Source: an optimization exercise on an open RTL-to-GDS flow (aim: small area). Production flows keep margins and buffers that such runs may drop.
Function was checked by simulation only, so behaviour that the tests miss may differ from the original.
Power is estimated from default activity; no workload was simulated.

==> design/flow/config.mk <==
export PLATFORM = sky130hd
export DESIGN_NAME = BRANCH_PREDICTOR
export DESIGN_NICKNAME = BRANCH_PREDICTOR
export VERILOG_FILES = /design/flow/design.v
export SDC_FILE = /design/flow/constraint.sdc
export NUM_CORES = 4
export LEC_CHECK = 0
export CAP_MARGIN = 30
export CORE_MARGIN = 2
export CORE_UTILIZATION = 50
export CTS_BUF_LIST = sky130_fd_sc_hd__clkbuf_8
export PLACE_DENSITY = 0.6
export SLEW_MARGIN = 45
==> design/flow/constraint.sdc <==
create_clock -name core_clock -period 12.0 [get_ports {clk}]
set_input_delay 2.4000 -clock core_clock [delete_from_list [all_inputs] [get_ports {clk}]]
set_output_delay 2.4000 -clock core_clock [all_outputs]
set_load 0.01 [all_outputs]
==> design/flow/design.v <==
module BRANCH_PREDICTOR
    #(parameter DELAY = 7)
    (input clk,
    input reset,
    input stall,
    input [31:0] if_pc,
    input [31:0] if_instr,
    input [31:0] id_pc,
    input [31:0] alt_address,
    input is_link,
    input is_branch,
    input is_taken,
    output reg take,
    output reg flush,
    output [31:0] alt_pc);
    integer i;
    wire adv = ~stall;
    reg clr;
    always @(posedge clk or negedge reset)
        if (!reset) clr <= 1'b1;
        else        clr <= 1'b0;
    wire nclr  = ~clr;
    reg  [6:0] va;
    always @(posedge clk or negedge reset)
        if (!reset)   va <= 7'd0;
        else if (adv) va <= {1'b1, va[6:1]};
    wire v0 = va[0];
    reg  [41:0] ipc;
    always @(posedge clk)
        if (adv) ipc <= {if_pc[7:2], ipc[41:6]};
    wire [5:0] u_idx = ipc[5:0] & {6{v0}};
    reg  [14:0] ghr;
    reg  [6:0]  gbr;
    always @(posedge clk or negedge reset) begin
        if (!reset) begin
            ghr <= 15'd0;
            gbr <= 7'd0;
        end
        else if (adv) begin
            if (is_branch) ghr <= {is_taken, ghr[14:1]};
            gbr <= {is_branch, gbr[6:1]};
        end
    end
    wire [2:0] gnb = gbr[0] + gbr[1] + gbr[2] + gbr[3] + gbr[4] + gbr[5] + gbr[6];
    wire [14:0] gsh = ghr >> (3'd7 - gnb);
    wire [7:0] ghist = ghr[14:7];
    wire [7:0] gu    = gsh[7:0];
    reg  [255:0] GA, GB;
    wire g_pred = GA[ghist] & nclr;
    wire ga_u   = GA[gu] & nclr;
    wire gb_u   = GB[gu] & nclr;
    wire gna    = (ga_u & gb_u) | (ga_u & is_taken) | (gb_u & is_taken);
    wire gnb_   = (ga_u & ~gb_u) | (ga_u & is_taken) | (~gb_u & is_taken);
    wire [255:0] gdec = (adv & is_branch) ? (256'd1 << gu) : 256'd0;
    wire [255:0] gen  = gdec | {256{clr}};
    always @(posedge clk)
        for (i = 0; i < 256; i = i + 1)
            if (gen[i]) begin
                GA[i] <= gna;
                GB[i] <= gnb_ & (nclr | ((i == 0) & gdec[0]));
            end
    reg  [511:0] LH;                       
    wire [7:0] lh_rd = LH[if_pc[7:2] * 8 +: 8] & {8{nclr}};
    reg  [55:0] lpp;                       
    always @(posedge clk)
        if (adv) lpp <= {lh_rd, lpp[55:8]};
    wire [7:0] lu = lpp[7:0] & {8{v0}};
    wire [7:0] lh_new = {is_taken, lu[7:1]};
    wire [63:0] ldec = (adv & is_branch) ? (64'd1 << u_idx) : 64'd0;
    wire [63:0] lhen = ldec | {64{clr}};
    always @(posedge clk)
        for (i = 0; i < 64; i = i + 1)
            if (lhen[i]) LH[i*8 +: 8] <= {lh_new[7] & (nclr | ((i == 0) & ldec[0])), lh_new[6:0]};
    reg  [255:0] LA, LB;
    wire l_pred = LA[lh_rd] & nclr;
    wire la_u   = LA[lu] & nclr;
    wire lb_u   = LB[lu] & nclr;
    wire lna    = (la_u & lb_u) | (la_u & is_taken) | (lb_u & is_taken);
    wire lnb    = (la_u & ~lb_u) | (la_u & is_taken) | (~lb_u & is_taken);
    wire [255:0] ltdec = (adv & is_branch) ? (256'd1 << lu) : 256'd0;
    wire [255:0] lten  = ltdec | {256{clr}};
    always @(posedge clk)
        for (i = 0; i < 256; i = i + 1)
            if (lten[i]) begin
                LA[i] <= lna;
                LB[i] <= lnb & (nclr | ((i == 0) & ltdec[0]));
            end
    reg  [6:0] pg, pl;
    always @(posedge clk)
        if (adv) begin
            pg <= {g_pred, pg[6:1]};
            pl <= {l_pred, pl[6:1]};
        end
    wire pg0 = pg[0] & v0;
    wire pl0 = pl[0] & v0;
    reg  [63:0] MA, MB;
    wire m_sel  = MA[if_pc[7:2]] & nclr;
    wire meta_pred = m_sel ? g_pred : l_pred;
    wire m_up   = is_taken ? pg0 : pl0;
    wire ma_u   = MA[u_idx] & nclr;
    wire mb_u   = MB[u_idx] & nclr;
    wire mna    = (ma_u & mb_u) | (ma_u & m_up) | (mb_u & m_up);
    wire mnb    = (ma_u & ~mb_u) | (ma_u & m_up) | (~mb_u & m_up);
    wire [63:0] mdec = (adv & is_branch & (pg0 ^ pl0)) ? (64'd1 << u_idx) : 64'd0;
    wire [63:0] men  = mdec | {64{clr}};
    always @(posedge clk)
        for (i = 0; i < 64; i = i + 1)
            if (men[i]) begin
                MA[i] <= mna;
                MB[i] <= mnb;
            end
    reg  [15:0] lru;
    reg  [15:0] bv1, bv0;
    reg  [57:0] W1 [0:15];
    reg  [57:0] W0 [0:15];
    wire [3:0]  b_if = if_pc[5:2];
    wire [3:0]  b_up = u_idx[3:0];
    wire        lru_u = lru[b_up];
    wire        b_upd = adv & is_branch & is_taken;
    wire [57:0] w1_rd = W1[b_if];
    wire [57:0] w0_rd = W0[b_if];
    wire        t1 = (w1_rd[57:32] == if_pc[31:6]) & bv1[b_if];
    wire        t2 = (w0_rd[57:32] == if_pc[31:6]) & bv0[b_if];
    wire        btb_hit = t1 | t2;
    wire [31:0] btb_pc  = t1 ? w1_rd[31:0] : w0_rd[31:0];
    wire [15:0] bdec  = b_upd ? (16'd1 << b_up) : 16'd0;
    wire [15:0] bw1   = bdec & ~lru;
    wire [15:0] bw0   = bdec & lru;
    always @(posedge clk or negedge reset)
        if (!reset) begin
            bv1 <= 16'd0;
            bv0 <= 16'd0;
        end
        else begin
            bv1 <= bv1 | bw1;
            bv0 <= bv0 | bw0;
        end
    always @(posedge clk) begin
        for (i = 0; i < 16; i = i + 1) begin
            if (bw1[i]) W1[i] <= {id_pc[31:6], alt_address};
            if (bw0[i]) W0[i] <= {id_pc[31:6], alt_address};
        end
    end
    always @(posedge clk or negedge reset) begin
        if (!reset) lru <= 16'd0;
        else if (adv) begin
            for (i = 0; i < 16; i = i + 1) begin
                if (i == b_if) begin
                    if (t1)      lru[i] <= 1'b1;
                    else if (t2) lru[i] <= 1'b0;
                end
                else if (i == b_up) lru[i] <= ~lru[i];
            end
        end
    end
    reg  [31:0] RS [0:7];
    reg  [2:0]  rtp;
    reg  [3:0]  rn;
    wire [31:0] id8   = id_pc + 32'd8;
    wire [31:0] r_top = RS[rtp];
    wire        r_avail = (rn != 4'd0) & (r_top != 32'd0);
    wire        jr31  = (if_instr[31:26] == 6'b000000) & (if_instr[5:0] == 6'b001000) & (if_instr[25:21] == 5'b11111);
    wire        ras_hit = jr31 & r_avail;
    wire        r_push = is_link & ~ras_hit;
    wire        r_pop  = ras_hit & ~is_link;
    wire [31:0] ras_pc = is_link ? id8 : r_top;
    wire [2:0]  r_wp = rtp + 3'd1;
    always @(posedge clk)
        for (i = 0; i < 8; i = i + 1)
            if (adv & r_push & (r_wp == i)) RS[i] <= id8;
    always @(posedge clk or negedge reset) begin
        if (!reset) begin
            rtp <= 3'd0;
            rn  <= 4'd0;
        end
        else if (adv) begin
            if (r_push) begin
                rtp <= r_wp;
                if (rn != 4'd8) rn <= rn + 4'd1;
            end
            else if (r_pop) begin
                rtp <= rtp - 3'd1;
                rn  <= rn - 4'd1;
            end
        end
    end
    reg  [223:0] pp;
    reg  [6:0]   vp;
    wire padv = adv & ~flush;
    always @(posedge clk or negedge reset)
        if (!reset)    vp <= 7'd0;
        else if (padv) vp <= {1'b1, vp[6:1]};
    wire [31:0] pp0 = pp[31:0] & {32{vp[0]}};
    wire [31:0] id4 = id_pc + 32'd4;
    wire mispred = is_branch & (is_taken ? (pp0 != alt_address) : (pp0 != id4));
    wire req_alt = (btb_hit & meta_pred) | ras_hit;
    wire [31:0] req_pc = ras_hit ? ras_pc : btb_pc;
    wire [31:0] next_pc = mispred ? (is_taken ? alt_address : id8) :
                          (req_alt ? req_pc : if_pc + 32'd4);
    always @(posedge clk)
        if (padv) pp <= {next_pc, pp[223:32]};
    reg az;
    always @(posedge clk or negedge reset) begin
        if (!reset) begin
            take  <= 1'b0;
            flush <= 1'b0;
            az    <= 1'b1;
        end
        else if (adv) begin
            take  <= ~flush & (req_alt | mispred);
            flush <= mispred;
            az    <= flush;
        end
    end
    assign alt_pc = pp[223:192] & {32{~az}};
endmodule
==> design/flow/run.sh <==
#!/bin/bash
# synth_recipe.tcl (not shown) runs the flow's synth.tcl, then flattens the netlist and writes it again
# the make line also repeats each setting of config.mk as NAME=value (left out here)
make -C /OpenROAD-flow-scripts/flow DESIGN_CONFIG=/design/flow/config.mk WORK_HOME=/design/flow/orfs CLKGATE_MAP_FILE= SYNTH_SCRIPT=/design/flow/synth_recipe.tcl finish
==> impl_metrics.toml, run 1 <==
[status]
status = "no timing/DRC/antenna violations"

[synth]
mappedNetlistArea_sq_um = 172000
synth_edf_count = 4112
register_area_share_after_synthesis = 0.7318
syn-instance-count = 11490
synthDistinctLibCells = 103
syn-mean-instance-area_sq_um = 14.97
async_flop_share = 0.02258
yosysWarningCount = 4
syn-num-nets = 11640
synth.ff_latch_count = 4207
synth-main-ff-cell = "sky130_fd_sc_hd__edfxtp_1"

[clock_network]
post_cts_hold_buffer_count = 0
post-cts-setup-buffer-count = 0
clockBufferDepth = 4
number_of_clock_buffers_inserted_by_tritoncts = 676
htree_num_levels = 6
post_cts_resized = 0
clock_sink_count = 4207
tritoncts = "done"
clock_latency_ps = 1270
path_clk_slew_ps = 60
clk_root_buffer_cell = "sky130_fd_sc_hd__clkbuf_8"

[timing]
slew_margin_rel = 0.3751
report.final.slew_viol_count = 0
final_min_period_over_clock_period = 0.7336
rsz_0062_raised_after_global_routing = "no"
tightestPinTransition_ps = 929.4
worst_slack_ps = 3197
setup_viol = 0
finalCriticalPeriod_ps = 8803
tns_ps = 0
final-hold-violation-count = 0
max_clock_freq_mhz = 113.6
finClkSkew_ps = 88.84

[layout]
layout.cell_area.non_filler_sq_um = 192500
finalNetCount = 12010
mostFrequentLayoutCell = "sky130_fd_sc_hd__edfxtp_1"
layout.core_utilization = 0.5615
most-common-layout-cells = "sky130_fd_sc_hd__edfxtp_1 (4112), sky130_fd_sc_hd__nand2_1 (1614), sky130_fd_sc_hd__clkbuf_8 (702), sky130_fd_sc_hd__o21ai_0 (448), sky130_fd_sc_hd__nor2_1 (418)"
layout-area-overhead-vs-synth_pct = 11.90
post_route_cells_drive_above_1_share = 0.1494

[detailed_routing]
routed-via-count = 113000
via_density_per_instance = 6.663
drc = 0
wl_um = 568800
ant_nets = 0
drt_iter0_markers = 16650
detailedRoute.firstPassIterationCount = 8
routedWlPerCell_um = 33.54

[grt]
vias_in_the_first_global_route = 110100
grt_max_degree = 174
grt_pass1_wl_um = 801800
number_of_antenna_violations_at_the_first_check_in_global_routing = 30
congestion_overflow_gr = 0
groute.usage.overall = 0.3198

[die]
fp.dieH_um = 590.5
floorplan.initialDensity = 0.5018
row_count = 215
design.portCount = 168
dieWidth_um = 590.5
die_area_sq_um = 348700
core_area_sq_um = 342700

[place]
place_area_sq_um = 179900
port-buffer-count = 152
place_ws_ps = 2396
gp_congestion = 0.9215
dp.final_hpwl_um = 328400

[pwr]
power.static_leakage_uw = 0.06440
design_power_total_uw = 38420
peakVddDrop_v = 0.0004345
pwr_density_cell_nw_per_um2 = 199.6
pwr-share-comb = 0.201
seq_power_share = 0.501
internal_power_uw = 26570
sw_frac_of_total = 0.3084
power.net_switching_uw = 11850
share_clk_of_total_power = 0.297

[critical_path]
path_class = "in -> reg"
critical_path.max_fanout = 64
timing.critical_path.arrival_ps = 9730
cp_cell_sequence = "clkdlybuf4s50_1 -> nand4_1 -> or3_1 -> nor4_1 -> xnor2_1 -> a21boi_0 -> or4b_1 -> a21oi_1 -> nand4_1 -> o41ai_4 -> buf_4 -> and2_4 -> o211ai_1 -> mux2i_1 -> a21oi_1"
critical-path-max-stage-delay_ps = 840
critPathSlowestCell = "sky130_fd_sc_hd__clkdlybuf4s50_1"
cp-end-kind = "flop"
required_ps = 12930
cp-start-kind = "input port"

[flow_run]
timing.max_cap.violations = 0

[hold_path]
worst_hold_check_path_type = "reg -> reg"
==> layout make-up <==
cell class                      count  area (sq um)
Timing Repair Buffer              542          5020
Antenna cell                       22         55.05
Clock buffer                      701          9648
Multi-Input combinational cell   6362         43300
Clock inverter                    504          2585
Fill cell                       27310        150300
Inverter                           64         270.3
Tap cell                         4557          5702
Sequential cell                  4207        125900
==> synth_stat cells (27+ instances only) <==
| master | n | share of area |
|---|---|---|
| sky130_fd_sc_hd__clkbuf_1 | 628 | 0.014 |
| sky130_fd_sc_hd__nor2b_1 | 55 | 0.0020 |
| sky130_fd_sc_hd__dfrtp_1 | 93 | 0.014 |
| sky130_fd_sc_hd__mux4_2 | 220 | 0.029 |
| sky130_fd_sc_hd__o21ai_0 | 457 | 0.013 |
| sky130_fd_sc_hd__nor4_1 | 42 | 0.0015 |
| sky130_fd_sc_hd__and3_1 | 155 | 0.0056 |
| sky130_fd_sc_hd__nand2_1 | 1632 | 0.036 |
| sky130_fd_sc_hd__a311oi_1 | 93 | 0.0047 |
| sky130_fd_sc_hd__a211oi_1 | 59 | 0.0026 |
| sky130_fd_sc_hd__a22oi_1 | 392 | 0.017 |
| sky130_fd_sc_hd__xor2_1 | 48 | 0.0024 |
| sky130_fd_sc_hd__buf_2 | 61 | 0.0018 |
| sky130_fd_sc_hd__o31ai_1 | 86 | 0.0038 |
| sky130_fd_sc_hd__a21oi_1 | 167 | 0.0049 |
| sky130_fd_sc_hd__nand3_1 | 381 | 0.011 |
| sky130_fd_sc_hd__mux2i_1 | 249 | 0.014 |
| sky130_fd_sc_hd__mux2_2 | 96 | 0.0063 |
| sky130_fd_sc_hd__nor2_1 | 445 | 0.0097 |
| sky130_fd_sc_hd__a31oi_1 | 27 | 0.00098 |
| sky130_fd_sc_hd__o22ai_1 | 175 | 0.0064 |
| sky130_fd_sc_hd__a41oi_1 | 61 | 0.0031 |
| sky130_fd_sc_hd__nand4_1 | 143 | 0.0052 |
| sky130_fd_sc_hd__o221ai_1 | 45 | 0.0023 |
| sky130_fd_sc_hd__o2111ai_1 | 37 | 0.0019 |
| sky130_fd_sc_hd__a22o_1 | 209 | 0.011 |
| sky130_fd_sc_hd__inv_1 | 55 | 0.0012 |
| sky130_fd_sc_hd__o211ai_1 | 64 | 0.0028 |
| sky130_fd_sc_hd__a221oi_1 | 224 | 0.011 |
| sky130_fd_sc_hd__buf_1 | 128 | 0.0028 |
| sky130_fd_sc_hd__xnor2_1 | 85 | 0.0043 |
| sky130_fd_sc_hd__o311ai_0 | 54 | 0.0028 |
| sky130_fd_sc_hd__a222oi_1 | 121 | 0.0070 |
| sky130_fd_sc_hd__nor3_1 | 157 | 0.0046 |
| sky130_fd_sc_hd__nand2b_1 | 43 | 0.0016 |
| sky130_fd_sc_hd__edfxtp_1 | 4112 | 0.72 |
| sky130_fd_sc_hd__or2_2 | 43 | 0.0016 |
==> critical path: cells and delay by family <==
kind	cells	cell delay, ps
compound gates	5	1200
buf+inv	2	1390
xor+xnor	1	190
mux	1	750
simple gates	6	3700
==> through the flow <==
stage	std cells	hold slack [ps]
after global routing	16940	384.1
after CTS	16930	387.8
after floorplan	11490	400.3
after global placement	15700	400.4
after detailed placement	15720	404.5
final	16960	394.0
==> final timing paths <==
path | cells past startpoint | from | to | slack [ps]
max | 15 | id_pc[16] | pp[219] | 3200
min reg2reg | 0 | lpp[35] | lpp[27] | 390
min in group asynchronous | 1 | reset | bv1[13] | 1140
max reg2reg | 22 | gbr[4] | GA[56] | 4230
min | 0 | lpp[35] | lpp[27] | 390
max in group asynchronous | 3 | reset | az | 9860
==> power by group through the flow <==
stage / Clock (uW) / Sequential [uW] / Combinational, uW
2_1_floorplan: 0 / 19500 / 4470
3_3_place_gp: 0 / 19500 / 7280
3_5_place_dp: 0 / 19500 / 7560
4_1_cts: 11600 / 19300 / 7580
5_1_grt: 12200 / 19400 / 8180
6_report: 11400 / 19300 / 7740
==> logic make-up (layout without fill, tap and decap cells) <==
logic type,count (synthesis),after routing,synth area share
AOI/OAI and AO/OA,2411,2411,0.1032
xor gates and xnor gates,133,133,0.006773
adders and majority gates,30,30,0.002212
buffers and inverters,918,1811,0.02226
DFF,4207,4207,0.7318
muxes,569,569,0.04987
other,1,23,0.00002180
and+or+nand+nor,3218,3218,0.08385
==> metal layers <==
layer / global-route usage / wire length (um) / vias to the layer above
met1: 0.4275 / 209900 / 57180
met2: 0.4998 / 260800 / 7796
met3: 0.06720 / 66030 / 1523
li1: - / - / 46470
met4: 0.1591 / 31970 / 18
met5: 0 / 114 / -
==> registers in the layout (all words and copies together), names as in the netlist, 42 cells and up <==
signal,cells
GA,256
GB,256
W0,928
lpp,56
LH,512
MA,64
RS,256
pp,224
LB,256
MB,64
ipc,42
LA,256
W1,928
==> inputs of run 2 (changes only) <==
==> design/flow/config.mk (replaced) <==
export PLATFORM = sky130hd
export DESIGN_NAME = BRANCH_PREDICTOR
export DESIGN_NICKNAME = BRANCH_PREDICTOR
export VERILOG_FILES = /design/flow/design.v
export SDC_FILE = /design/flow/constraint.sdc
export NUM_CORES = 4
export LEC_CHECK = 0
export CAP_MARGIN = 20
export CORE_MARGIN = 2
export CORE_UTILIZATION = 50
export CTS_CLUSTER_DIAMETER = 60
export CTS_CLUSTER_SIZE = 24
export PLACE_DENSITY = 0.6
export SLEW_MARGIN = 20
==> impl_metrics.toml, run 2 <==
[status]
status = "no timing/DRC/antenna violations"

[pwr]
power.net_switching_uw = 11700
pwr_density_cell_nw_per_um2 = 199.4
share_clk_of_total_power = 0.289
seq_power_share = 0.509
sw_frac_of_total = 0.3097
internal_power_uw = 26080
pwr-share-comb = 0.201
power.static_leakage_uw = 0.06191
peakVddDrop_v = 0.0004174

[critical_path]
required_ps = 12620
critical-path-max-stage-delay_ps = 1210
timing.rr.end = "GB[234]"
path_class = "in -> reg"
worstSetupEndpoint = "pp[219]"
cp-start-kind = "input port"
r2r.worst_path.cells = 21
crit-reg2reg-launch = "gbr[4]"
critPathSlowestCell = "sky130_fd_sc_hd__clkdlybuf4s50_1"
rrSetupSlack_ps = 3960
timing.critical_path.arrival_ps = 9780
cp-end-kind = "flop"
crit_path_start = "id_pc[10]"
critical_path.max_fanout = 64
critical_path.most_common_cell = "sky130_fd_sc_hd__a21oi_1"
cp_cell_sequence = "clkdlybuf4s50_1 -> nand4_1 -> nor4_1 -> and4bb_2 -> a21oi_1 -> o21ai_0 -> a41oi_1 -> o41ai_4 -> buf_4 -> and2_4 -> o211ai_1 -> mux2i_1 -> a21oi_1"

[clock_network]
clock_sink_count = 4207
post-cts-setup-buffer-count = 0
htree_num_levels = 5
post_cts_hold_buffer_count = 0
number_of_clock_buffers_inserted_by_tritoncts = 295
clockBufferDepth = 4
post_cts_resized = 0
clk_root_buffer_cell = "sky130_fd_sc_hd__clkbuf_16"
tritoncts = "done"
path_clk_slew_ps = 80
clock_latency_ps = 970

[layout]
layout-area-overhead-vs-synth_pct = 10.15
post_route_cells_drive_above_1_share = 0.1217
mostFrequentLayoutCell = "sky130_fd_sc_hd__edfxtp_1"
layout.core_utilization = 0.5528
most-common-layout-cells = "sky130_fd_sc_hd__edfxtp_1 (4112), sky130_fd_sc_hd__nand2_1 (1624), sky130_fd_sc_hd__o21ai_0 (457), sky130_fd_sc_hd__nor2_1 (425), sky130_fd_sc_hd__a22oi_1 (392)"
top_regs = "W0 x928, W1 x928, LH x512"
finalNetCount = 11600

[detailed_routing]
via_density_per_instance = 6.822
drc = 0
wl_um = 561400
drt_iter0_markers = 17320
routed-via-count = 111000
routedWlPerCell_um = 34.51
ant_nets = 0
detailedRoute.firstPassIterationCount = 9

[synth]
synthTopCellsByCount = "sky130_fd_sc_hd__edfxtp_1 (4112), sky130_fd_sc_hd__nand2_1 (1632), sky130_fd_sc_hd__clkbuf_1 (628), sky130_fd_sc_hd__o21ai_0 (457), sky130_fd_sc_hd__nor2_1 (445)"
synth-main-ff-cell = "sky130_fd_sc_hd__edfxtp_1"
synthDistinctLibCells = 103
synth.ff_latch_count = 4207
register_area_share_after_synthesis = 0.7318
async_flop_share = 0.02258
synth_edf_count = 4112
syn-instance-count = 11490
mappedNetlistArea_sq_um = 172000
yosysWarningCount = 4
yosys.area.top_type = "sky130_fd_sc_hd__edfxtp_1"
syn-mean-instance-area_sq_um = 14.97
synth.area.top_cells = "sky130_fd_sc_hd__edfxtp_1 (72%), sky130_fd_sc_hd__nand2_1 (3.6%), sky130_fd_sc_hd__mux4_2 (2.9%)"
yosys.area.top_type_share = 0.7180
syn-num-nets = 11640
synthMostInstantiatedCell = "sky130_fd_sc_hd__edfxtp_1"

[timing]
finClkSkew_ps = 63.54
tightestPinTransition_ps = 1276
worst_slack_ps = 2848
report.final.slew_viol_count = 0
slew_margin_rel = 0.1496
setup_viol = 0
tns_ps = 0
rsz_0062_raised_after_global_routing = "no"
final_min_period_over_clock_period = 0.7626
max_clock_freq_mhz = 109.3
finalCriticalPeriod_ps = 9152
final-hold-violation-count = 0

[hold_path]
worst_hold_check_path_type = "reg -> reg"

[grt]
vias_in_the_first_global_route = 106200
congestion_overflow_gr = 0
grt_max_degree = 179
groute.usage.overall = 0.3157
number_of_antenna_violations_at_the_first_check_in_global_routing = 37
grt_pass1_wl_um = 788900

[place]
place_ws_ps = 2359
port-buffer-count = 152
dp.final_hpwl_um = 325100
gp_congestion = 0.9215

[die]
core_area_sq_um = 342700
design.portCount = 168
dieWidth_um = 590.5
row_count = 215
floorplan.initialDensity = 0.5018
die_area_sq_um = 348700
fp.dieH_um = 590.5

[flow_run]
timing.max_cap.violations = 0
run 2: cell counts after synthesis:
No cell type changed its count.
run 2: cell type report:
class,count,area (sq um)
clock inverters,214,2696
well taps,4557,5702
diodes,29,72.57
inverters,64,259.0
multi-input cells,6362,42860
fillers,27220,153300
repair buffers,517,4352
clock buffers,317,7624
flip-flops and latches,4207,125900
run 2: per-layer routing:
metal | vias up | track usage | part of all wire | routed length (um)
li1 | 45500 | - | - | -
met1 | 56410 | 0.4258 | 0.37 | 207500
met2 | 7587 | 0.4951 | 0.46 | 256900
met3 | 1465 | 0.05829 | 0.11 | 63520
met4 | 16 | 0.1576 | 0.059 | 33280
met5 | - | 0 | 0.00019 | 108
run 2: worst min path at each step:
stage,from,to,slack [ps],depth (start not counted)
final,pp[82],pp[50],400,0
after global routing,lpp[28],lpp[20],410,0
after CTS,pp[82],pp[50],400,0
after detailed placement,ipc[19],ipc[13],400,0
after global placement,pp[161],pp[129],400,0
after floorplan,ipc[6],ipc[0],400,0
run 2: critical path, delay by kind of cell:
| kind | cells | cell delay (ps) |
|---|---|---|
| AND/OR/NAND/NOR | 4 | 2700 |
| multiplexers | 1 | 730 |
| AO/OA/AOI/OAI | 6 | 2120 |
| buffers and inverters | 2 | 1750 |
run 2: power groups by stage:
| stage | clock [uW] | combinational [uW] | sequential [uW] |
|---|---|---|---|
| global placement | 0 | 7280 | 19500 |
| CTS | 11000 | 7500 | 19200 |
| finish | 10900 | 7610 | 19200 |
| global route | 11500 | 8050 | 19400 |
| floorplan | 0 | 4470 | 19500 |
| detailed placement | 0 | 7480 | 19600 |
run 2: logic make-up (layout without fill, tap and decap cells):
group                    after synthesis  count (layout)  synth area share
AND/OR/NAND/NOR                     3218            3218           0.08385
flip-flops                          4207            4207            0.7318
XOR/XNOR                             133             133          0.006773
buffers and inverters                918            1112           0.02226
other                                  1              30        0.00002180
multiplexers                         569             569           0.04987
AO/OA/AOI/OAI                       2411            2411            0.1032
adder cells (fa/ha/maj)               30              30          0.002212
run 2: per-stage QoR:
stage	hold WS [ps]	area, sq um	std cells	total power, uW
floorplan	400.3	172000	11490	23970
global placement	400.4	179000	15700	26770
detailed placement	404.5	179100	15710	27050
CTS	397.8	189400	16240	37780
global route	407.6	189400	16250	38970
finish	395.4	189400	16270	37780
==> inputs of run 3 (changes only) <==
--- a/design/flow/config.mk
+++ b/design/flow/config.mk
@@ -8,7 +8,8 @@
 export CAP_MARGIN = 20
 export CORE_MARGIN = 2
 export CORE_UTILIZATION = 50
-export CTS_CLUSTER_DIAMETER = 60
-export CTS_CLUSTER_SIZE = 24
+export CTS_BUF_LIST = sky130_fd_sc_hd__clkbuf_8
+export CTS_CLUSTER_DIAMETER = 50
+export CTS_CLUSTER_SIZE = 20
 export PLACE_DENSITY = 0.6
 export SLEW_MARGIN = 20
==> impl_metrics.toml, run 3 <==
[grt]
grt_pass1_wl_um = 794600
number_of_antenna_violations_at_the_first_check_in_global_routing = 36
groute.usage.overall = 0.3178
vias_in_the_first_global_route = 107400
grt_max_degree = 179
congestion_overflow_gr = 0

[clock_network]
clk_root_buffer_cell = "sky130_fd_sc_hd__clkbuf_8"
tritoncts = "done"
number_of_clock_buffers_inserted_by_tritoncts = 427
clockBufferDepth = 4
clock_sink_count = 4207
post-cts-setup-buffer-count = 0
post_cts_resized = 0
htree_num_levels = 5
clock_latency_ps = 1200
path_clk_slew_ps = 100
post_cts_hold_buffer_count = 0

[synth]
synth_edf_count = 4112
yosys.area.top_type = "sky130_fd_sc_hd__edfxtp_1"
syn-num-nets = 11640
synthDistinctLibCells = 103
synth-main-ff-cell = "sky130_fd_sc_hd__edfxtp_1"
register_area_share_after_synthesis = 0.7318
mappedNetlistArea_sq_um = 172000
synthMostInstantiatedCell = "sky130_fd_sc_hd__edfxtp_1"
synth.area.top_cells = "sky130_fd_sc_hd__edfxtp_1 (72%), sky130_fd_sc_hd__nand2_1 (3.6%), sky130_fd_sc_hd__mux4_2 (2.9%)"
yosysWarningCount = 4
synth.ff_latch_count = 4207
syn-instance-count = 11490
async_flop_share = 0.02258
yosys.area.top_type_share = 0.7180
syn-mean-instance-area_sq_um = 14.97
synthTopCellsByCount = "sky130_fd_sc_hd__edfxtp_1 (4112), sky130_fd_sc_hd__nand2_1 (1632), sky130_fd_sc_hd__clkbuf_1 (628), sky130_fd_sc_hd__o21ai_0 (457), sky130_fd_sc_hd__nor2_1 (445)"

[timing]
finalCriticalPeriod_ps = 8908
report.final.slew_viol_count = 0
final-hold-violation-count = 0
setup_viol = 0
tns_ps = 0
final.hold.worst_slack_ps = 401.8
tightestPinTransition_ps = 1334
max_clock_freq_mhz = 112.3
rsz_0062_raised_after_global_routing = "no"
final_min_period_over_clock_period = 0.7424
finClkSkew_ps = 86.38
slew_margin_rel = 0.1107

[layout]
post_route_cells_drive_above_1_share = 0.1408
mostFrequentLayoutCell = "sky130_fd_sc_hd__edfxtp_1"
top_regs = "W0 x928, W1 x928, LH x512"
most-common-layout-cells = "sky130_fd_sc_hd__edfxtp_1 (4112), sky130_fd_sc_hd__nand2_1 (1625), sky130_fd_sc_hd__o21ai_0 (456), sky130_fd_sc_hd__clkbuf_8 (438), sky130_fd_sc_hd__nor2_1 (425)"
layout-area-overhead-vs-synth_pct = 10.08
finalNetCount = 11740
fillerInstances = 27340

[critical_path]
cp-end-kind = "flop"
required_ps = 12860
timing.rr.end = "GB[92]"
cp-start-kind = "input port"
crit-reg2reg-launch = "gbr[4]"
rrSetupSlack_ps = 3910
timing.critical_path.arrival_ps = 9760
critical_path.max_fanout = 64
path_class = "in -> reg"
r2r.worst_path.cells = 20

[die]
row_count = 215
dieWidth_um = 590.5
die_area_sq_um = 348700
floorplan.initialDensity = 0.5018
fp.dieH_um = 590.5
design.portCount = 168
core_area_sq_um = 342700

[detailed_routing]
wl_um = 564400
ant_nets = 0
detailedRoute.firstPassIterationCount = 7
routedWlPerCell_um = 34.13
drt_iter0_markers = 17100
routed-via-count = 111400
drc = 0
via_density_per_instance = 6.739

[pwr]
design_power_total_uw = 37420
peakVddDrop_v = 0.0003999
pwr_density_cell_nw_per_um2 = 197.6
power.static_leakage_uw = 0.06207

[status]
status = "no timing/DRC/antenna violations"

[place]
dp.final_hpwl_um = 325100
port-buffer-count = 152
gp_congestion = 0.9215

[hold_path]
hold_end = "pp[113]"
min-delay-start = "pp[145]"
worst_hold_check_path_type = "reg -> reg"
worst_hold_path_stage_count = 0

[flow_run]
timing.max_cap.violations = 0
## run 3: cell counts after synthesis
No cell type changed its count.
## run 3: layout make-up
cell class                      instances  area (sq um)  share of cell area
Sequential cell                      4207        125900              0.6648
Multi-Input combinational cell       6362         42860              0.2264
Clock buffer                          438          6028             0.03184
Tap cell                             4557          5702             0.03012
Timing Repair Buffer                  518          4359             0.02302
Clock inverter                        369          4189             0.02213
Inverter                               64         259.0            0.001368
Antenna cell                           22         55.05           0.0002908
## run 3: logic make-up (layout without fill, tap and decap cells)
logic type	after synthesis	count (layout)	synth area share
multiplexers	569	569	0.04987
other	1	23	0.00002180
XOR/XNOR	133	133	0.006773
flip-flops	4207	4207	0.7318
AND/OR/NAND/NOR	3218	3218	0.08385
adder cells (fa/ha/maj)	30	30	0.002212
AO/OA/AOI/OAI	2411	2411	0.1032
buffers and inverters	918	1389	0.02226
## run 3: worst max-delay path: stages
cell	delay, ps
sky130_fd_sc_hd__clkdlybuf4s50_1	1170
sky130_fd_sc_hd__nand4_1	690
sky130_fd_sc_hd__nor4_1	840
sky130_fd_sc_hd__and4bb_2	470
sky130_fd_sc_hd__a21oi_1	90
sky130_fd_sc_hd__o21ai_0	850
sky130_fd_sc_hd__a41oi_1	320
sky130_fd_sc_hd__o41ai_4	370
sky130_fd_sc_hd__buf_4	530
sky130_fd_sc_hd__and2_4	680
sky130_fd_sc_hd__o211ai_1	260
sky130_fd_sc_hd__mux2i_1	760
sky130_fd_sc_hd__a21oi_1	210
## run 3: how the worst max path moves through the flow
stage              start  cells past startpoint  slack (ps)       to
2_1_floorplan      stall                      3        2550    vp[1]
3_3_place_gp    if_pc[5]                     16        2420  pp[219]
3_5_place_dp    if_pc[5]                     16        2360  pp[219]
4_1_cts         if_pc[5]                     16        3610  pp[219]
5_1_grt        id_pc[10]                     16        3120  pp[196]
6_report       id_pc[10]                     13        3090  pp[219]
## run 3: per-layer routing
metal,GRT usage,vias to the layer above,share of wire
met1,0.4289,56620,0.37
met3,0.05993,1504,0.11
li1,-,45810,-
met2,0.4957,7489,0.46
met4,0.1623,22,0.059
met5,0,-,0.00028
## run 3: through the flow
step	util	setup slack [ps]	cells	cell area, sq um
floorplan	-	2552	11490	172000
global placement	0.5222	2421	15700	179000
detailed placement	0.5225	2359	15710	179100
CTS	0.5523	3614	16510	189300
global route	0.5523	3121	16520	189300
finish	0.5524	3092	16540	189300
## run 3: power by group
| group | internal (uW) | leakage, uW | switching (uW) | total [uW] |
|---|---|---|---|---|
| clock network | 4680 | 0.00516 | 5870 | 10600 |
| logic | 2200 | 0.0168 | 5420 | 7620 |
| registers | 18600 | 0.0401 | 643 | 19200 |
| total | 25500 | 0.0621 | 11900 | 37400 |
==> inputs of run 4 (changes only) <==
==> design/flow/flow/run.sh (new file) <==
#!/bin/bash
# The standard layout (standard.sh, unchanged synthesis and steps), with one
# change in clock tree synthesis: no dummy loads, and larger sink clusters.
# make's full output goes to standard.log in this folder; ORFS keeps each
# step's own log under orfs/logs.
set -euo pipefail
export CTS_ARGS="-sink_clustering_enable -repair_clock_nets -dont_use_dummy_load -buf_list sky130_fd_sc_hd__clkbuf_16 -sink_clustering_size 28 -sink_clustering_max_diameter 60"
bash standard.sh > standard.log 2>&1
==> design/flow/standard.sh (new file) <==
#!/bin/bash
# synth_recipe.tcl (not shown) runs the flow's synth.tcl, then flattens the netlist and writes it again
# the make line also repeats each setting of config.mk as NAME=value (left out here)
make -C /OpenROAD-flow-scripts/flow DESIGN_CONFIG=/design/flow/config.mk WORK_HOME=/design/flow/orfs CLKGATE_MAP_FILE= SYNTH_SCRIPT=/design/flow/synth_recipe.tcl "${@:-finish}"
--- a/design/flow/config.mk
+++ b/design/flow/config.mk
@@ -8,8 +8,5 @@
 export CAP_MARGIN = 20
 export CORE_MARGIN = 2
 export CORE_UTILIZATION = 50
-export CTS_BUF_LIST = sky130_fd_sc_hd__clkbuf_8
-export CTS_CLUSTER_DIAMETER = 50
-export CTS_CLUSTER_SIZE = 20
 export PLACE_DENSITY = 0.6
 export SLEW_MARGIN = 20
removed: design/flow/run.sh
==> impl_metrics.toml, run 4 <==
[detailed_routing]
drt_iter0_markers = 17440
detailedRoute.firstPassIterationCount = 7
routedWlPerCell_um = 34.97
ant_nets = 0
wl_um = 560300
via_density_per_instance = 6.879
drc = 0
routed-via-count = 110200

[layout]
mostFrequentLayoutCell = "sky130_fd_sc_hd__edfxtp_1"
post_route_cells_drive_above_1_share = 0.1055
layout-area-overhead-vs-synth_pct = 8.390
finalNetCount = 11600
most-common-layout-cells = "sky130_fd_sc_hd__edfxtp_1 (4112), sky130_fd_sc_hd__nand2_1 (1624), sky130_fd_sc_hd__o21ai_0 (457), sky130_fd_sc_hd__nor2_1 (426), sky130_fd_sc_hd__a22oi_1 (392)"
top_regs = "W0 x928, W1 x928, LH x512"
layout.cell_area.non_filler_sq_um = 186400

[timing]
final_min_period_over_clock_period = 0.7613
max_clock_freq_mhz = 109.5
tns_ps = 0
report.final.slew_viol_count = 0
setup_viol = 0
slew_margin_rel = 0.1342
final-hold-violation-count = 0
tightestPinTransition_ps = 1294
finClkSkew_ps = 118.8
finalCriticalPeriod_ps = 9135
rsz_0062_raised_after_global_routing = "no"

[hold_path]
min-delay-start = "lpp[8]"
worst_hold_check_path_type = "reg -> reg"

[synth]
yosys.area.top_type_share = 0.7180
syn-mean-instance-area_sq_um = 14.97
async_flop_share = 0.02258
synthMostInstantiatedCell = "sky130_fd_sc_hd__edfxtp_1"
yosysWarningCount = 4
synth.ff_latch_count = 4207
yosys.area.top_type = "sky130_fd_sc_hd__edfxtp_1"
synthDistinctLibCells = 103
synth-main-ff-cell = "sky130_fd_sc_hd__edfxtp_1"
synthTopCellsByCount = "sky130_fd_sc_hd__edfxtp_1 (4112), sky130_fd_sc_hd__nand2_1 (1632), sky130_fd_sc_hd__clkbuf_1 (628), sky130_fd_sc_hd__o21ai_0 (457), sky130_fd_sc_hd__nor2_1 (445)"
synth_edf_count = 4112
syn-instance-count = 11490
syn-num-nets = 11640
register_area_share_after_synthesis = 0.7318
mappedNetlistArea_sq_um = 172000
synth.area.top_cells = "sky130_fd_sc_hd__edfxtp_1 (72%), sky130_fd_sc_hd__nand2_1 (3.6%), sky130_fd_sc_hd__mux4_2 (2.9%)"

[place]
dp.final_hpwl_um = 325100
gp_congestion = 0.9215
port-buffer-count = 152
place_area_sq_um = 179100

[critical_path]
required_ps = 12650
crit_path_start = "id_pc[10]"
path_class = "in -> reg"
crit-reg2reg-launch = "gbr[4]"
cp-start-kind = "input port"
critical_path.max_fanout = 64
timing.critical_path.arrival_ps = 9790
cp-end-kind = "flop"

[clock_network]
htree_num_levels = 5
path_clk_slew_ps = 90
tritoncts = "done"
post_cts_resized = 0
post-cts-setup-buffer-count = 0
clock_latency_ps = 960
post_cts_hold_buffer_count = 0
number_of_clock_buffers_inserted_by_tritoncts = 292
clock_sink_count = 4207
clockBufferDepth = 4
clk_root_buffer_cell = "sky130_fd_sc_hd__clkbuf_16"

[pwr]
power.static_leakage_uw = 0.06051
peakVddDrop_v = 0.0004176
pwr_density_cell_nw_per_um2 = 192.3

[flow_run]
timing.max_cap.violations = 0

[die]
fp.dieH_um = 590.5
core_area_sq_um = 342700
design.portCount = 168
dieWidth_um = 590.5
row_count = 215
die_area_sq_um = 348700
floorplan.initialDensity = 0.5018

[grt]
grt_max_degree = 179
groute.usage.overall = 0.3151
congestion_overflow_gr = 0
number_of_antenna_violations_at_the_first_check_in_global_routing = 36
vias_in_the_first_global_route = 105700
grt_pass1_wl_um = 786700

[status]
status = "no timing/DRC/antenna violations"
## run 4: cell counts after synthesis
No cell type changed its count.
## run 4: layout make-up
type | count | area, sq um
fill | 27440 | 156300
sequential | 4207 | 125900
multi-input combinational | 6362 | 42860
clock buffer | 292 | 7307
tap | 4557 | 5702
timing repair buffer | 517 | 4352
inverter | 64 | 259.0
antenna | 24 | 60.06
## run 4: power by group
group	internal, uW	switching, uW	leakage (uW)	total (uW)
Sequential	18600	641	0.0401	19300
Combinational	2200	5410	0.0168	7610
Clock	4310	4670	0.00360	8980
## run 4: path summary, 6_finish.rpt
path                            to  slack [ps]  depth (start not counted)
max                        pp[196]        2860                         16
min reg2reg                 lpp[0]         370                          0
min in group asynchronous  bv0[14]        1530                          1
max reg2reg                 GB[74]        3970                         21
min                         lpp[0]         370                          0
max in group asynchronous   ghr[7]        9160                          2
## run 4: logic make-up after synthesis
| kind of cell | after synthesis | share of synthesized area |
|---|---|---|
| XOR/XNOR | 133 | 0.006773 |
| buffers and inverters | 918 | 0.02226 |
| other | 1 | 0.00002180 |
| AO/OA/AOI/OAI | 2411 | 0.1032 |
| multiplexers | 569 | 0.04987 |
| flip-flops | 4207 | 0.7318 |
| adder cells (fa/ha/maj) | 30 | 0.002212 |
| AND/OR/NAND/NOR | 3218 | 0.08385 |
## run 4: critical path, stage by stage
cell	delay, ps
sky130_fd_sc_hd__clkdlybuf4s50_1	1220
sky130_fd_sc_hd__nand4_1	710
sky130_fd_sc_hd__nor4_1	840
sky130_fd_sc_hd__and4bb_2	460
sky130_fd_sc_hd__nand3_1	120
sky130_fd_sc_hd__xor2_1	160
sky130_fd_sc_hd__a21boi_0	590
sky130_fd_sc_hd__xnor2_1	190
sky130_fd_sc_hd__a41oi_1	190
sky130_fd_sc_hd__o41ai_4	380
sky130_fd_sc_hd__buf_4	530
sky130_fd_sc_hd__and2_4	670
sky130_fd_sc_hd__buf_4	380
sky130_fd_sc_hd__o211ai_1	140
sky130_fd_sc_hd__mux2i_1	610
sky130_fd_sc_hd__a211oi_2	90
## run 4: through the flow
| stage | setup slack [ps] | hold WS, ps | util | power [uW] | std cells |
|---|---|---|---|---|---|
| floorplan | 2552 | 400.3 | - | 23970 | 11490 |
| global placement | 2421 | 400.4 | 0.5222 | 26770 | 15700 |
| finish | 2865 | 366.5 | 0.5439 | 35840 | 16020 |
| global route | 2869 | 365.3 | 0.5438 | 36980 | 16000 |
| detailed placement | 2359 | 404.5 | 0.5225 | 27050 | 15710 |
| CTS | 3304 | 366.8 | 0.5438 | 35820 | 16000 |
## run 4: routing by layer
layer  global-route usage  up-vias  share of wire
met5                    0        -        0.00016
met3              0.05804     1410           0.11
met1               0.4250    56240           0.37
met4               0.1562       12          0.058
met2               0.4947     7394           0.46
li1                     -    45160              -
==> inputs of run 5 (changes only) <==
--- a/design/flow/design.v
+++ b/design/flow/design.v
@@ -51,13 +51,14 @@
     wire gb_u   = GB[gu] & nclr;
     wire gna    = (ga_u & gb_u) | (ga_u & is_taken) | (gb_u & is_taken);
     wire gnb_   = (ga_u & ~gb_u) | (ga_u & is_taken) | (~gb_u & is_taken);
-    wire [255:0] gdec = (adv & is_branch) ? (256'd1 << gu) : 256'd0;
-    wire [255:0] gen  = gdec | {256{clr}};
+    wire [15:0] ghi = ((adv & is_branch) ? (16'd1 << gu[7:4]) : 16'd0) | {16{clr}};
+    wire [15:0] glo = (16'd1 << gu[3:0]) | {16{clr}};
+    wire        gw0 = adv & is_branch & (gu == 8'd0);
     always @(posedge clk)
         for (i = 0; i < 256; i = i + 1)
-            if (gen[i]) begin
+            if (ghi[i / 16] & glo[i % 16]) begin
                 GA[i] <= gna;
-                GB[i] <= gnb_ & (nclr | ((i == 0) & gdec[0]));
+                GB[i] <= gnb_ & (nclr | ((i == 0) & gw0));
             end
     reg  [511:0] LH;                       
     wire [7:0] lh_rd = LH[if_pc[7:2] * 8 +: 8] & {8{nclr}};
@@ -66,24 +67,26 @@
         if (adv) lpp <= {lh_rd, lpp[55:8]};
     wire [7:0] lu = lpp[7:0] & {8{v0}};
     wire [7:0] lh_new = {is_taken, lu[7:1]};
-    wire [63:0] ldec = (adv & is_branch) ? (64'd1 << u_idx) : 64'd0;
-    wire [63:0] lhen = ldec | {64{clr}};
+    wire [7:0] ulo = (8'd1 << u_idx[2:0]) | {8{clr}};
+    wire [7:0] lhi = ((adv & is_branch) ? (8'd1 << u_idx[5:3]) : 8'd0) | {8{clr}};
+    wire       lw0 = adv & is_branch & (u_idx == 6'd0);
     always @(posedge clk)
         for (i = 0; i < 64; i = i + 1)
-            if (lhen[i]) LH[i*8 +: 8] <= {lh_new[7] & (nclr | ((i == 0) & ldec[0])), lh_new[6:0]};
+            if (lhi[i / 8] & ulo[i % 8]) LH[i*8 +: 8] <= {lh_new[7] & (nclr | ((i == 0) & lw0)), lh_new[6:0]};
     reg  [255:0] LA, LB;
     wire l_pred = LA[lh_rd] & nclr;
     wire la_u   = LA[lu] & nclr;
     wire lb_u   = LB[lu] & nclr;
     wire lna    = (la_u & lb_u) | (la_u & is_taken) | (lb_u & is_taken);
     wire lnb    = (la_u & ~lb_u) | (la_u & is_taken) | (~lb_u & is_taken);
-    wire [255:0] ltdec = (adv & is_branch) ? (256'd1 << lu) : 256'd0;
-    wire [255:0] lten  = ltdec | {256{clr}};
+    wire [15:0] lthi = ((adv & is_branch) ? (16'd1 << lu[7:4]) : 16'd0) | {16{clr}};
+    wire [15:0] ltlo = (16'd1 << lu[3:0]) | {16{clr}};
+    wire        ltw0 = adv & is_branch & (lu == 8'd0);
     always @(posedge clk)
         for (i = 0; i < 256; i = i + 1)
-            if (lten[i]) begin
+            if (lthi[i / 16] & ltlo[i % 16]) begin
                 LA[i] <= lna;
-                LB[i] <= lnb & (nclr | ((i == 0) & ltdec[0]));
+                LB[i] <= lnb & (nclr | ((i == 0) & ltw0));
             end
     reg  [6:0] pg, pl;
     always @(posedge clk)
@@ -101,11 +104,10 @@
     wire mb_u   = MB[u_idx] & nclr;
     wire mna    = (ma_u & mb_u) | (ma_u & m_up) | (mb_u & m_up);
     wire mnb    = (ma_u & ~mb_u) | (ma_u & m_up) | (~mb_u & m_up);
-    wire [63:0] mdec = (adv & is_branch & (pg0 ^ pl0)) ? (64'd1 << u_idx) : 64'd0;
-    wire [63:0] men  = mdec | {64{clr}};
+    wire [7:0] mhi = ((adv & is_branch & (pg0 ^ pl0)) ? (8'd1 << u_idx[5:3]) : 8'd0) | {8{clr}};
     always @(posedge clk)
         for (i = 0; i < 64; i = i + 1)
-            if (men[i]) begin
+            if (mhi[i / 8] & ulo[i % 8]) begin
                 MA[i] <= mna;
                 MB[i] <= mnb;
             end
==> impl_metrics.toml, run 5 <==
[status]
status = "no timing/DRC/antenna violations"

[critical_path]
r2r.worst_path.cells = 20
cp-end-kind = "flop"
path_class = "in -> reg"
cp-start-kind = "input port"
timing.critical_path.arrival_ps = 10070
critical_path.max_fanout = 57
required_ps = 12620
rrSetupSlack_ps = 3820
timing.rr.end = "GA[126]"
crit-reg2reg-launch = "gbr[4]"

[die]
die_area_sq_um = 345100
design.portCount = 168
dieWidth_um = 587.4
core_area_sq_um = 339200
floorplan.initialDensity = 0.5017
fp.dieH_um = 587.4
row_count = 214

[clock_network]
tritoncts = "done"
clock_sink_count = 4207
post_cts_hold_buffer_count = 0
path_clk_slew_ps = 100
number_of_clock_buffers_inserted_by_tritoncts = 307
clockBufferDepth = 4
post_cts_resized = 0
clock_latency_ps = 1010
post-cts-setup-buffer-count = 0
htree_num_levels = 5
clk_root_buffer_cell = "sky130_fd_sc_hd__clkbuf_16"

[hold_path]
min-delay-start = "ipc[32]"
worst_hold_path_stage_count = 0
worst_hold_check_path_type = "reg -> reg"
hold_end = "ipc[26]"

[timing]
report.final.slew_viol_count = 0
final-hold-violation-count = 0
max_clock_freq_mhz = 105.8
setup_viol = 0
tightestPinTransition_ps = 1258
final.hold.worst_slack_ps = 327.7
finClkSkew_ps = 149.0
final_min_period_over_clock_period = 0.7876
finalCriticalPeriod_ps = 9451
tns_ps = 0
slew_margin_rel = 0.1526
worst_slack_ps = 2549
rsz_0062_raised_after_global_routing = "no"

[detailed_routing]
wl_um = 555700
via_density_per_instance = 6.886
routedWlPerCell_um = 35.67
drc = 0
detailedRoute.firstPassIterationCount = 8
ant_nets = 0
routed-via-count = 107300
drt_iter0_markers = 17960

[synth]
synthMostInstantiatedCell = "sky130_fd_sc_hd__edfxtp_1"
synthDistinctLibCells = 101
mappedNetlistArea_sq_um = 170200
syn-instance-count = 10940
synth.ff_latch_count = 4207
yosys.area.top_type = "sky130_fd_sc_hd__edfxtp_1"
synth_edf_count = 4112
synth.area.top_cells = "sky130_fd_sc_hd__edfxtp_1 (73%), sky130_fd_sc_hd__mux4_2 (3.3%), sky130_fd_sc_hd__nor2_1 (2.0%)"
synth-main-ff-cell = "sky130_fd_sc_hd__edfxtp_1"
yosysWarningCount = 4
async_flop_share = 0.02258
syn-num-nets = 11100
yosys.area.top_type_share = 0.7255
synthTopCellsByCount = "sky130_fd_sc_hd__edfxtp_1 (4112), sky130_fd_sc_hd__nor2_1 (916), sky130_fd_sc_hd__nand2_1 (913), sky130_fd_sc_hd__clkbuf_1 (550), sky130_fd_sc_hd__a21oi_1 (327)"
register_area_share_after_synthesis = 0.7395
syn-mean-instance-area_sq_um = 15.55

[grt]
vias_in_the_first_global_route = 102300
grt_max_degree = 195
congestion_overflow_gr = 0
grt_pass1_wl_um = 773800
groute.usage.overall = 0.3142
number_of_antenna_violations_at_the_first_check_in_global_routing = 49

[layout]
final-seq-area_sq_um = 125900
fillerInstances = 26840
finalNetCount = 11190
mostFrequentLayoutCell = "sky130_fd_sc_hd__edfxtp_1"
post_route_cells_drive_above_1_share = 0.1176
most-common-layout-cells = "sky130_fd_sc_hd__edfxtp_1 (4112), sky130_fd_sc_hd__nand2_1 (912), sky130_fd_sc_hd__nor2_1 (906), sky130_fd_sc_hd__buf_4 (383), sky130_fd_sc_hd__mux2i_1 (317)"
top_regs = "W0 x928, W1 x928, LH x512"
multi_input_comb_area_sq_um = 41750
layout-area-overhead-vs-synth_pct = 9.324

[place]
place_ws_ps = 1933
port-buffer-count = 152
gp_congestion = 0.9083
dp.final_hpwl_um = 323100

[flow_run]
timing.max_cap.violations = 0

[pwr]
peakVddDrop_v = 0.0002552
power.static_leakage_uw = 0.06013
pwr_density_cell_nw_per_um2 = 188.7
[run 5: where the power goes]
part	switching, uW	internal, uW
registers	528	18100
logic	4980	2200
clock network	4740	4520
total	10200	24900
[run 5: critical path, stage by stage]
cell                       delay (ps)
sky130_fd_sc_hd__buf_8            390
sky130_fd_sc_hd__buf_4            550
sky130_fd_sc_hd__mux4_2           590
sky130_fd_sc_hd__a32oi_1          250
sky130_fd_sc_hd__nand4_1          320
sky130_fd_sc_hd__a21oi_1          410
sky130_fd_sc_hd__a311o_2          600
sky130_fd_sc_hd__clkinv_2         760
sky130_fd_sc_hd__mux2i_1          420
sky130_fd_sc_hd__o22ai_1          110
sky130_fd_sc_hd__a32o_1           210
sky130_fd_sc_hd__or4_1            490
sky130_fd_sc_hd__a311oi_1         570
sky130_fd_sc_hd__o22a_1           500
sky130_fd_sc_hd__o31a_4           710
sky130_fd_sc_hd__mux2i_1          430
sky130_fd_sc_hd__a211oi_1         130
[run 5: logic make-up after synthesis]
kind of cell / count (synthesis) / synth area share
xor+xnor: 150 / 0.007720
mux: 676 / 0.05932
buf+inv: 838 / 0.02102
compound gates: 2268 / 0.09715
simple gates: 2775 / 0.07306
fa+ha+maj: 29 / 0.002176
flops: 4207 / 0.7395
other cells: 1 / 0.00002203
[run 5: area by class of cell]
type,count,area share
diodes,13,0.0001748
clock buffers,307,0.04129
inverters,60,0.001258
multi-input cells,5899,0.2244
flip-flops and latches,4207,0.6765
well taps,4536,0.03050
repair buffers,557,0.02584
[run 5: worst max-delay path by stage]
stage	depth (start not counted)	start	endpoint
global route	17	if_pc[2]	pp[204]
floorplan	7	is_taken	bv1[5]
global placement	17	if_pc[2]	pp[207]
detailed placement	17	if_pc[2]	pp[204]
finish	17	if_pc[2]	pp[206]
CTS	17	if_pc[2]	pp[204]
[run 5: routing by layer]
metal / vias up / share of wire / global-route usage
met1: 55210 / 0.38 / 0.4521
met4: 22 / 0.041 / 0.1092
li1: 43480 / - / -
met2: 7415 / 0.44 / 0.4737
met5: - / 0.00030 / 0
met3: 1144 / 0.13 / 0.07130
[run 5: stage by stage]
step | cells | power, uW | utilization | area (sq um)
CTS | 15560 | 35030 | 0.5480 | 185900
global route | 15570 | 36160 | 0.5484 | 186000
global placement | 15250 | 25750 | 0.5250 | 178100
finish | 15580 | 35100 | 0.5484 | 186100
detailed placement | 15260 | 25990 | 0.5254 | 178200
floorplan | 10940 | 23160 | - | 170200
==> inputs of run 6 (changes only) <==
--- a/design/flow/design.v
+++ b/design/flow/design.v
@@ -194,7 +194,8 @@
         else if (padv) vp <= {1'b1, vp[6:1]};
     wire [31:0] pp0 = pp[31:0] & {32{vp[0]}};
     wire [31:0] id4 = id_pc + 32'd4;
-    wire mispred = is_branch & (is_taken ? (pp0 != alt_address) : (pp0 != id4));
+    wire [31:0] rpc = is_taken ? alt_address : id4;    
+    wire mispred = is_branch & (pp0 != rpc);
     wire req_alt = (btb_hit & meta_pred) | ras_hit;
     wire [31:0] req_pc = ras_hit ? ras_pc : btb_pc;
     wire [31:0] next_pc = mispred ? (is_taken ? alt_address : id8) :
--- a/design/flow/config.mk
+++ b/design/flow/config.mk
@@ -7,6 +7,6 @@
 export LEC_CHECK = 0
 export CAP_MARGIN = 20
 export CORE_MARGIN = 2
-export CORE_UTILIZATION = 50
-export PLACE_DENSITY = 0.6
+export CORE_UTILIZATION = 60
+export PLACE_DENSITY = 0.7
 export SLEW_MARGIN = 20
==> impl_metrics.toml, run 6 <==
[status]
status = "no timing/DRC/antenna violations"

[detailed_routing]
routed-via-count = 106900
drc = 0
ant_nets = 0
via_density_per_instance = 7.278
detailedRoute.firstPassIterationCount = 9
drt_iter0_markers = 17660
wl_um = 516500
routedWlPerCell_um = 35.17

[synth]
syn-mean-instance-area_sq_um = 15.60
yosys.area.top_type_share = 0.7231
synth-main-ff-cell = "sky130_fd_sc_hd__edfxtp_1"
register_area_share_after_synthesis = 0.7370
syn-num-nets = 11100
yosysWarningCount = 4
synthDistinctLibCells = 115
async_flop_share = 0.02258
mappedNetlistArea_sq_um = 170800
synthTopCellsByCount = "sky130_fd_sc_hd__edfxtp_1 (4112), sky130_fd_sc_hd__nor2_1 (943), sky130_fd_sc_hd__nand2_1 (845), sky130_fd_sc_hd__clkbuf_1 (522), sky130_fd_sc_hd__a22oi_1 (363)"
synthMostInstantiatedCell = "sky130_fd_sc_hd__edfxtp_1"
synth_edf_count = 4112
synth.area.top_cells = "sky130_fd_sc_hd__edfxtp_1 (72%), sky130_fd_sc_hd__mux4_2 (3.4%), sky130_fd_sc_hd__nor2_1 (2.1%)"
synth.ff_latch_count = 4207
yosys.area.top_type = "sky130_fd_sc_hd__edfxtp_1"
syn-instance-count = 10950

[clock_network]
number_of_clock_buffers_inserted_by_tritoncts = 270
clockBufferDepth = 4
clock_sink_count = 4207
htree_num_levels = 5
clock_latency_ps = 960
post-cts-setup-buffer-count = 0
path_clk_slew_ps = 90
post_cts_hold_buffer_count = 0
clk_root_buffer_cell = "sky130_fd_sc_hd__clkbuf_16"
post_cts_resized = 0
tritoncts = "done"

[hold_path]
worst_hold_path_stage_count = 0
worst_hold_check_path_type = "reg -> reg"

[place]
gp_congestion = 0.9475
port-buffer-count = 152
place_ws_ps = 2049
dp.final_hpwl_um = 295900

[pwr]
peakVddDrop_v = 0.0007653
pwr_density_cell_nw_per_um2 = 192.2
power.static_leakage_uw = 0.05959

[timing]
worst_slack_ps = 2651
finalCriticalPeriod_ps = 9349
rsz_0062_raised_after_global_routing = "no"
max_clock_freq_mhz = 107.0
slew_margin_rel = 0.1531
tns_ps = 0
setup_viol = 0
final_min_period_over_clock_period = 0.7791
final-hold-violation-count = 0
tightestPinTransition_ps = 1266
finClkSkew_ps = 111.8
report.final.slew_viol_count = 0

[critical_path]
critical_path.max_fanout = 47
cp_cell_sequence = "clkbuf_8 -> clkinv_1 -> and2_0 -> a2111oi_0 -> nor3_1 -> a21oi_4 -> and2_1 -> nand3_1 -> o21a_1 -> o21ai_0 -> a21oi_1 -> o22ai_2 -> a31oi_2 -> a2111oi_0 -> o31ai_1"
cp-end-kind = "flop"
required_ps = 12630
critPathSlowestCell = "sky130_fd_sc_hd__clkinv_1"
path_class = "in -> reg"
cp-start-kind = "input port"
r2r.worst_path.cells = 21
timing.critical_path.arrival_ps = 9980
critical_path.most_common_cell = "sky130_fd_sc_hd__a2111oi_0"
critical-path-max-stage-delay_ps = 940

[die]
row_count = 195
dieWidth_um = 537.5
floorplan.initialDensity = 0.6039
design.portCount = 168
core_area_sq_um = 282800
fp.dieH_um = 537.5
die_area_sq_um = 288900

[layout]
post_route_cells_drive_above_1_share = 0.1121
top_regs = "W0 x928, W1 x928, LH x512"
layout-area-overhead-vs-synth_pct = 7.883
most-common-layout-cells = "sky130_fd_sc_hd__edfxtp_1 (4112), sky130_fd_sc_hd__nor2_1 (939), sky130_fd_sc_hd__nand2_1 (842), sky130_fd_sc_hd__a22oi_1 (363), sky130_fd_sc_hd__mux2i_1 (333)"
finalNetCount = 11090
mostFrequentLayoutCell = "sky130_fd_sc_hd__edfxtp_1"

[flow_run]
timing.max_cap.violations = 0

[grt]
vias_in_the_first_global_route = 103000
congestion_overflow_gr = 0
grt_pass1_wl_um = 730300
number_of_antenna_violations_at_the_first_check_in_global_routing = 28
grt_max_degree = 257
groute.usage.overall = 0.3531
==> run 6: cell types whose count changed after synthesis, sizes merged, moves of 31 or more <==
| cell | delta |
|---|---|
| clkbuf | -31 |
| o21ai | -66 |
| buf | +46 |
| a21oi | -47 |
| a221oi | -49 |
| a211oi | +34 |
| a22oi | +92 |
| nand2 | -64 |
==> run 6: logic make-up (layout without fill, tap and decap cells) <==
kind of cell,count (synthesis),count (layout),share of synthesized area
muxes,683,683,0.05979
and+or+nand+nor,2758,2758,0.07322
xor gates and xnor gates,143,143,0.007334
other,1,16,0.00002196
adders and majority gates,27,27,0.002052
AOI/OAI and AO/OA,2273,2273,0.09927
DFF,4207,4207,0.7370
buffers and inverters,855,836,0.02131
==> run 6: path summary, 6_finish.rpt <==
kind	slack, ps	startpoint	end
max in group asynchronous	9110	reset	ghr[7]
hold / removal	380	pp[172]	pp[140]
min in group asynchronous	1480	reset	lru[12]
hold reg to reg	380	pp[172]	pp[140]
setup / recovery	2650	if_pc[2]	pp[220]
setup reg to reg	3940	gbr[4]	GB[244]
==> run 6: critical path, delay by kind of cell <==
family | cells | cell delay [ps]
AND/OR/NAND/NOR | 4 | 1450
buffers and inverters | 2 | 1400
AO/OA/AOI/OAI | 9 | 4590
==> run 6: through the flow <==
stage / total power, uW / hold WS [ps] / cell area [sq um] / util / instances
after floorplan: 24130 / 400.3 / 170800 / - / 10950
after global placement: 26680 / 400.8 / 177300 / 0.6268 / 14390
after detailed placement: 26990 / 404.5 / 177400 / 0.6273 / 14400
after CTS: 35260 / 371.9 / 184200 / 0.6512 / 14670
after global routing: 36480 / 377.0 / 184200 / 0.6514 / 14680
final: 35400 / 378.4 / 184200 / 0.6515 / 14690
==> run 6: where the power goes <==
| part | total, uW | switching (uW) | internal (uW) | leakage [uW] |
|---|---|---|---|---|
| registers | 19300 | 605 | 18700 | 0.0393 |
| clock network | 8520 | 4530 | 4000 | 0.00333 |
| logic | 7540 | 5260 | 2280 | 0.0170 |
| total | 35400 | 10400 | 25000 | 0.0596 |
==> run 6: routing by layer <==
metal | GRT usage | routed length (um)
met5 | 0 | 97
met4 | 0.1787 | 32140
met3 | 0.07921 | 70420
met2 | 0.5478 | 235900
met1 | 0.4751 | 177900
==> run 6: area by class of cell <==
class | instances | area [sq um]
Antenna cell | 15 | 37.54
Clock buffer | 270 | 6756
Fill cell | 19320 | 98550
Inverter | 66 | 257.7
Multi-Input combinational cell | 5885 | 42230
Sequential cell | 4207 | 125900
Tap cell | 3743 | 4683
Timing Repair Buffer | 500 | 4392
==> inputs of run 7 (changes only) <==
--- a/design/flow/config.mk
+++ b/design/flow/config.mk
@@ -7,6 +7,6 @@
 export LEC_CHECK = 0
 export CAP_MARGIN = 20
 export CORE_MARGIN = 2
-export CORE_UTILIZATION = 60
-export PLACE_DENSITY = 0.7
+export CORE_UTILIZATION = 55
+export PLACE_DENSITY = 0.65
 export SLEW_MARGIN = 20
==> impl_metrics.toml, run 7 <==
[clock_network]
post_cts_resized = 0
clockBufferDepth = 4
number_of_clock_buffers_inserted_by_tritoncts = 288
tritoncts = "done"
path_clk_slew_ps = 70
clock_sink_count = 4207
post-cts-setup-buffer-count = 0
clk_root_buffer_cell = "sky130_fd_sc_hd__clkbuf_16"
clock_latency_ps = 940
htree_num_levels = 5
post_cts_hold_buffer_count = 0

[timing]
finClkSkew_ps = 106.8
max_clock_freq_mhz = 109.1
tns_ps = 0
setup_viol = 0
slew_margin_rel = 0.1501
rsz_0062_raised_after_global_routing = "no"
finalCriticalPeriod_ps = 9165
worst_slack_ps = 2835
final_min_period_over_clock_period = 0.7638
report.final.slew_viol_count = 0
tightestPinTransition_ps = 1275
final.hold.worst_slack_ps = 380.2
final-hold-violation-count = 0

[grt]
grt_max_degree = 210
groute.usage.overall = 0.3259
vias_in_the_first_global_route = 102400
grt_pass1_wl_um = 737600
congestion_overflow_gr = 0
number_of_antenna_violations_at_the_first_check_in_global_routing = 25

[detailed_routing]
drc = 0
ant_nets = 0
wl_um = 522100
via_density_per_instance = 7.037
detailedRoute.firstPassIterationCount = 10
routed-via-count = 106100
routedWlPerCell_um = 34.62
drt_iter0_markers = 16140

[place]
place_ws_ps = 2197
dp.final_hpwl_um = 297100
port-buffer-count = 152
gp_congestion = 0.9251
place_area_sq_um = 177800
placed_cells_incl_taps = 14780

[die]
row_count = 204
fp.dieH_um = 561.2
die_area_sq_um = 315000
floorplan.initialDensity = 0.5529
core_area_sq_um = 308800
dieWidth_um = 561.2
design.portCount = 168

[layout]
fillerInstances = 23090
top_regs = "W0 x928, W1 x928, LH x512"
post_route_cells_drive_above_1_share = 0.1135
most-common-layout-cells = "sky130_fd_sc_hd__edfxtp_1 (4112), sky130_fd_sc_hd__nor2_1 (938), sky130_fd_sc_hd__nand2_1 (842), sky130_fd_sc_hd__a22oi_1 (363), sky130_fd_sc_hd__mux2i_1 (333)"
layout-area-overhead-vs-synth_pct = 8.391
final-seq-area_sq_um = 125900
layout.cell_area.non_filler_sq_um = 185100
mostFrequentLayoutCell = "sky130_fd_sc_hd__edfxtp_1"
post_layout_nonfiller_instances = 15080
finalNetCount = 11110
multi_input_comb_area_sq_um = 42210

[synth]
synth-main-ff-cell = "sky130_fd_sc_hd__edfxtp_1"
synthDistinctLibCells = 115
synth.area.top_cells = "sky130_fd_sc_hd__edfxtp_1 (72%), sky130_fd_sc_hd__mux4_2 (3.4%), sky130_fd_sc_hd__nor2_1 (2.1%)"
yosys.area.top_type = "sky130_fd_sc_hd__edfxtp_1"
syn-mean-instance-area_sq_um = 15.60
synth.ff_latch_count = 4207
async_flop_share = 0.02258
yosys.area.top_type_share = 0.7231
synthTopCellsByCount = "sky130_fd_sc_hd__edfxtp_1 (4112), sky130_fd_sc_hd__nor2_1 (943), sky130_fd_sc_hd__nand2_1 (845), sky130_fd_sc_hd__clkbuf_1 (522), sky130_fd_sc_hd__a22oi_1 (363)"
synth_edf_count = 4112
mappedNetlistArea_sq_um = 170800
synthMostInstantiatedCell = "sky130_fd_sc_hd__edfxtp_1"
syn-instance-count = 10950
syn-num-nets = 11100
yosysWarningCount = 4
register_area_share_after_synthesis = 0.7370

[flow_run]
timing.max_cap.violations = 0

[status]
status = "no timing/DRC/antenna violations"

[critical_path]
critical_path.max_fanout = 44
timing.critical_path.arrival_ps = 9820
cp-start-kind = "input port"
path_class = "in -> reg"
required_ps = 12660
cp-end-kind = "flop"
rrSetupSlack_ps = 3600

[pwr]
peakVddDrop_v = 0.0003302
pwr_density_cell_nw_per_um2 = 192.4
power.static_leakage_uw = 0.05981

[hold_path]
worst_hold_check_path_type = "reg -> reg"
[run 7: layer usage]
| layer | track usage | wire length (um) |
|---|---|---|
| met1 | 0.4373 | 188400 |
| met2 | 0.5186 | 242100 |
| met3 | 0.06836 | 63990 |
| met4 | 0.1428 | 27580 |
| met5 | 0 | 76 |
[run 7: area by class of cell]
class	count	share of cell area
Sequential cell	4207	0.6800
Clock buffer	288	0.03894
Multi-Input combinational cell	5885	0.2280
Inverter	66	0.001392
Antenna cell	11	0.0001487
Timing Repair Buffer	504	0.02360
Tap cell	4120	0.02785
[run 7: critical path, cell delays in order]
cell	delay, ps
sky130_fd_sc_hd__clkbuf_8	290
sky130_fd_sc_hd__clkinv_1	940
sky130_fd_sc_hd__ha_4	750
sky130_fd_sc_hd__buf_4	340
sky130_fd_sc_hd__a2111oi_2	400
sky130_fd_sc_hd__buf_4	270
sky130_fd_sc_hd__buf_4	650
sky130_fd_sc_hd__or2b_1	290
sky130_fd_sc_hd__o31ai_1	80
sky130_fd_sc_hd__xor2_1	320
sky130_fd_sc_hd__nand4_1	140
sky130_fd_sc_hd__nor3_1	320
sky130_fd_sc_hd__nand4bb_1	230
sky130_fd_sc_hd__o41ai_4	440
sky130_fd_sc_hd__buf_4	270
sky130_fd_sc_hd__and2_1	220
sky130_fd_sc_hd__a41oi_2	450
sky130_fd_sc_hd__or4_1	710
sky130_fd_sc_hd__and3_1	180
[run 7: worst paths after layout]
kind | from | endpoint | depth (start not counted)
min reg2reg | pp[55] | pp[23] | 0
min in group asynchronous | reset | bv1[5] | 1
min | pp[55] | pp[23] | 0
max reg2reg | gbr[4] | GA[109] | 21
max in group asynchronous | reset | ghr[7] | 2
max | if_pc[2] | pp[204] | 19
[run 7: through the flow]
step,power [uW],utilization
after floorplan,24130,-
after global placement,26740,0.5756
after detailed placement,26990,0.5758
after CTS,35610,0.5991
after global routing,36850,0.5993
final,35620,0.5993
[run 7: cells by family (layout without fill, tap and decap cells)]
kind of cell	Yosys count	after routing	synth area share
other cells	1	12	0.00002196
xor+xnor	143	143	0.007334
flops	4207	4207	0.7370
fa+ha+maj	27	27	0.002052
compound gates	2273	2273	0.09927
buf+inv	855	858	0.02131
mux	683	683	0.05979
simple gates	2758	2758	0.07322
[run 7: power by group]
group	internal (uW)	switching [uW]	total, uW
sequential	18700	601	19300
combinational	2290	5170	7460
clock	4250	4580	8830

Setup slack of run 7, layout unchanged: 2.835 ns with ideal ports, 2.900 ns with driving cells assumed (clock clkbuf_16, inputs buf_2), 1.885 ns with port delays also shifted by the 1.015 ns mid clock arrival.
